What follows belongs to an exercise in optimizing a design on an open flow for small area; a production flow would make more cautious choices.
Function was checked by simulation only, so behaviour that the tests miss may differ from the original.
Power figures rest on the tool's default switching activity, not on a simulated workload. The clock port is modelled as an ideal driver; clocking choices that lean on that would not hold on a real chip.

## cedar
Design top, start of the top module:
module top (
        input sysclk_in,
        input reset,
        output ERROR_OUT,
        input VIN0,
        input VIN1,
        input SPI_MOSI,
        output SPI_MISO,
        input SPI_SCK,
        input SPI_SSEL,
        output STP0,
        output DIR0,
        output STP1,
        output DIR1,
        output STP2,
        output DIR2,
        output STP3,
        output DIR3,
        output STP4,
        output DIR4,
        output DOUT0,
        output DOUT1,
        output DOUT2,
        output DOUT3,
        output DOUT4,
        output DOUT5,
        input DIN0,
        input DIN1,
        input DIN2,
        input DIN3,
        input DIN4,
        output PWMOUT0,
        output PWMOUT1,
        output ENA
    );
    wire ERROR;
    assign ERROR_OUT = ERROR;
    wire [207:0] rx_data;
    wire rx_valid;
    wire [31:0] jointFreqCmd0 = {rx_data[183:176], rx_data[191:184], rx_data[199:192], rx_data[207:200]};
    wire [31:0] jointFreqCmd1 = {rx_data[151:144], rx_data[159:152], rx_data[167:160], rx_data[175:168]};
    wire [31:0] jointFreqCmd2 = {rx_data[119:112], rx_data[127:120], rx_data[135:128], rx_data[143:136]};
    wire [31:0] jointFreqCmd3 = {rx_data[87:80], rx_data[95:88], rx_data[103:96], rx_data[111:104]};
    wire [31:0] jointFreqCmd4 = {rx_data[55:48], rx_data[63:56], rx_data[71:64], rx_data[79:72]};
    wire [15:0] setPoint0 = {rx_data[39:32], rx_data[47:40]};
    wire [15:0] setPoint1 = {rx_data[23:16], rx_data[31:24]};
    wire [4:0] jointEnable = rx_data[12:8] & {5{rx_valid}};
    assign DOUT5 = rx_data[5] & rx_valid;
    assign DOUT4 = rx_data[4] & rx_valid;
    assign DOUT3 = rx_data[3] & rx_valid;
    assign DOUT2 = rx_data[2] & rx_valid;
    assign DOUT1 = rx_data[1] & rx_valid;
    assign DOUT0 = rx_data[0] & rx_valid;
    assign ENA = (|jointEnable) & ~ERROR;
    wire [31:0] jointFeedback0;
    wire [31:0] jointFeedback1;
    wire [31:0] jointFeedback2;
    wire [31:0] jointFeedback3;
    wire [31:0] jointFeedback4;
    wire [15:0] processVariable0;
  ...
For scale: roughly 1100 flip-flops, ~33 I/O pins, ~0.042 sq mm of cells after synthesis.
export LEC_CHECK = 0
export CAP_MARGIN = 20
export CORE_MARGIN = 2
export CORE_UTILIZATION = 80
export PLACE_DENSITY = 0.85
export SLEW_MARGIN = 20
create_clock -name core_clock -period 20.0 [get_ports {sysclk_in}]
standard.sh (not shown) runs the stock make flow with config.mk's settings and CLKGATE_MAP_FILE= SYNTH_SCRIPT=/design/flow/synth_recipe.tcl, a recipe that flattens the netlist after the stock synthesis.
==> flow/flow/run.sh <==
#!/bin/bash
# Own layout flow: the standard layout (standard.sh, all ORFS steps) with
# these changes:
# - synthesis maps the logic with an area-oriented ABC script (see
#   area_synth.tcl); the registers are exactly the standard synthesis's;
# - clock tree synthesis gets its own arguments (CTS below: clkbuf_16 sink
#   clusters, no dummy loads);
# - the port buffers are buf_1 cells (PORTBUF below); every port still gets one.
# The make output goes to flow_make.log in the work folder; each ORFS step's
# own log is under orfs/logs/.
set -euo pipefail
W=$(pwd)
export AREA_ABC_SCRIPT="$W/flow/abc_area.script"
export FLOW_SYNTH_TCL="$W/synth_recipe.tcl"
CTS='-sink_clustering_enable -repair_clock_nets -sink_clustering_size 34 -sink_clustering_max_diameter 72 -buf_list sky130_fd_sc_hd__clkbuf_16 -dont_use_dummy_load'
PORTBUF='-buffer_cell sky130_fd_sc_hd__buf_1'
sed "s#SYNTH_SCRIPT=[^ ]*#SYNTH_SCRIPT=$W/flow/area_synth.tcl 'CTS_ARGS=$CTS' 'BUFFER_PORTS_ARGS=$PORTBUF'#" standard.sh > area_standard.sh
grep -q "SYNTH_SCRIPT=$W/flow/area_synth.tcl" area_standard.sh
bash area_standard.sh > flow_make.log 2>&1
test -f out/final.def
==> flow/flow/abc_area.script <==
strash
dc2
dch -f
amap -F 20 -A 20 -C 5000
topo
==> flow/flow/area_synth.tcl <==
# The standard synthesis script (synth_recipe.tcl), run unchanged except that
# ABC maps the logic with an area-oriented script (abc_area.script) instead of
# ORFS's delay-oriented one. ABC only maps combinational logic: the registers
# are mapped before it runs, so they are exactly the standard synthesis's.
proc abc {args} {
  set i [lsearch -exact $args -script]
  if { $i >= 0 } {
    lset args [expr {$i + 1}] $::env(AREA_ABC_SCRIPT)
  }
  yosys abc {*}$args
}
source $::env(FLOW_SYNTH_TCL)
The following lists how willow was set up differently from cedar:
diff --git a/flow/flow/run.sh b/flow/flow/run.sh
--- a/flow/flow/run.sh
+++ b/flow/flow/run.sh
@@ -13,5 +13,5 @@
 export AREA_ABC_SCRIPT="$W/flow/abc_area.script"
 export FLOW_SYNTH_TCL="$W/synth_recipe.tcl"
-CTS='-sink_clustering_enable -repair_clock_nets -sink_clustering_size 34 -sink_clustering_max_diameter 72 -buf_list sky130_fd_sc_hd__clkbuf_16 -dont_use_dummy_load'
+CTS='-sink_clustering_enable -repair_clock_nets -sink_clustering_size 32 -sink_clustering_max_diameter 70 -buf_list sky130_fd_sc_hd__clkbuf_16 -dont_use_dummy_load'
 PORTBUF='-buffer_cell sky130_fd_sc_hd__buf_1'
 sed "s#SYNTH_SCRIPT=[^ ]*#SYNTH_SCRIPT=$W/flow/area_synth.tcl 'CTS_ARGS=$CTS' 'BUFFER_PORTS_ARGS=$PORTBUF'#" standard.sh > area_standard.sh
Findings:
Diff cedar..willow | share of flip-flops with an asynchronous set or reset | unchanged
Any difference in post-layout instance count excluding filler cells between willow and cedar is small enough to ignore.
willow ends up with higher logic depth of the worst setup path including buffers than cedar does.
willow vs cedar — power consumption climbed slightly
In the metrics for cedar and willow, the one carrying the lower sequential share of power is willow.
Between cedar and willow, the difference in sequential portion of the cell area is negligible.
Input-level comparison between zinc and willow:
Settings: clearing PLACE_DENSITY, which used to be 0.85.
diff --git a/flow/flow/run.sh b/flow/flow/run.sh
--- a/flow/flow/run.sh
+++ b/flow/flow/run.sh
@@ -13,5 +13,5 @@
 export AREA_ABC_SCRIPT="$W/flow/abc_area.script"
 export FLOW_SYNTH_TCL="$W/synth_recipe.tcl"
-CTS='-sink_clustering_enable -repair_clock_nets -sink_clustering_size 32 -sink_clustering_max_diameter 70 -buf_list sky130_fd_sc_hd__clkbuf_16 -dont_use_dummy_load'
+CTS='-sink_clustering_enable -repair_clock_nets -sink_clustering_size 36 -sink_clustering_max_diameter 72 -buf_list sky130_fd_sc_hd__clkbuf_16 -dont_use_dummy_load'
 PORTBUF='-buffer_cell sky130_fd_sc_hd__buf_1'
 sed "s#SYNTH_SCRIPT=[^ ]*#SYNTH_SCRIPT=$W/flow/area_synth.tcl 'CTS_ARGS=$CTS' 'BUFFER_PORTS_ARGS=$PORTBUF'#" standard.sh > area_standard.sh
Results
Maximum frequency: willow vs zinc, no meaningful difference
zinc against willow; total vias in the final route is down slightly.
zinc -> willow: clock slew seen by the registers of the worst setup and hold paths flat
zinc gives less switching power total than willow did.
Any difference in area taken by multi-input logic gates between willow and zinc is small enough to ignore.
Delta (zinc minus willow): wire length on met2 decreased by about 0.6% relative to the old numbers, wire length reported by the detailed router decreased by about 0.44% relative to the old numbers, required time at the worst-slack endpoint increased by 0.04 ns relative to the old numbers, clock period minus final worst setup slack decreased by 0.0046 ns relative to the old numbers.
#### Input delta (harbor over zinc)
diff --git a/flow/flow/run.sh b/flow/flow/run.sh
--- a/flow/flow/run.sh
+++ b/flow/flow/run.sh
@@ -13,5 +13,5 @@
 export AREA_ABC_SCRIPT="$W/flow/abc_area.script"
 export FLOW_SYNTH_TCL="$W/synth_recipe.tcl"
-CTS='-sink_clustering_enable -repair_clock_nets -sink_clustering_size 36 -sink_clustering_max_diameter 72 -buf_list sky130_fd_sc_hd__clkbuf_16 -dont_use_dummy_load'
+CTS='-sink_clustering_enable -repair_clock_nets -sink_clustering_size 32 -sink_clustering_max_diameter 70 -buf_list sky130_fd_sc_hd__clkbuf_16 -dont_use_dummy_load'
 PORTBUF='-buffer_cell sky130_fd_sc_hd__buf_1'
 sed "s#SYNTH_SCRIPT=[^ ]*#SYNTH_SCRIPT=$W/flow/area_synth.tcl 'CTS_ARGS=$CTS' 'BUFFER_PORTS_ARGS=$PORTBUF'#" standard.sh > area_standard.sh
Notes after the runs:
- Delta (harbor minus zinc): slack of the worst reg-to-reg path ~0 delta, period utilization ~0 delta.
- On final cell area excluding filler cells, harbor and zinc are neck and neck.
- Between harbor and zinc, total power after layout is lower for zinc, harbor comes in above that.
- Comparing harbor against zinc, there is no change at all in synthesized area.
- In the tables for harbor and zinc, routed wire length reads higher with harbor.

[re-timing with driven ports]
No port has a modelled driver above. Below, the same layouts with a new extraction and two added sets of constraints. Step 1 sets driving cells, clkbuf_16 on the clock port and buf_2 on the other inputs (assumed; they add their load-dependent delay and slew). Step 2 times the ports against the registers' clock, not the clock port: input delays grow and output delays shrink by t, the midpoint of the rising clock arrivals with the driver on. Slacks: ideal ports / drivers / drivers and shift; pairs: ideal ports / drivers.
run	t, ns	setup slack, ns	latest minus earliest clock arrival (ns)
cedar	0.664	7.628 / 7.628 / 7.628	0.056 / 0.056
willow	0.674	7.643 / 7.643 / 7.643	0.046 / 0.046
zinc	0.669	7.647 / 7.647 / 7.647	0.050 / 0.050
harbor	0.674	7.643 / 7.643 / 7.643	0.046 / 0.046
After both steps setup and hold are still met in every run listed.
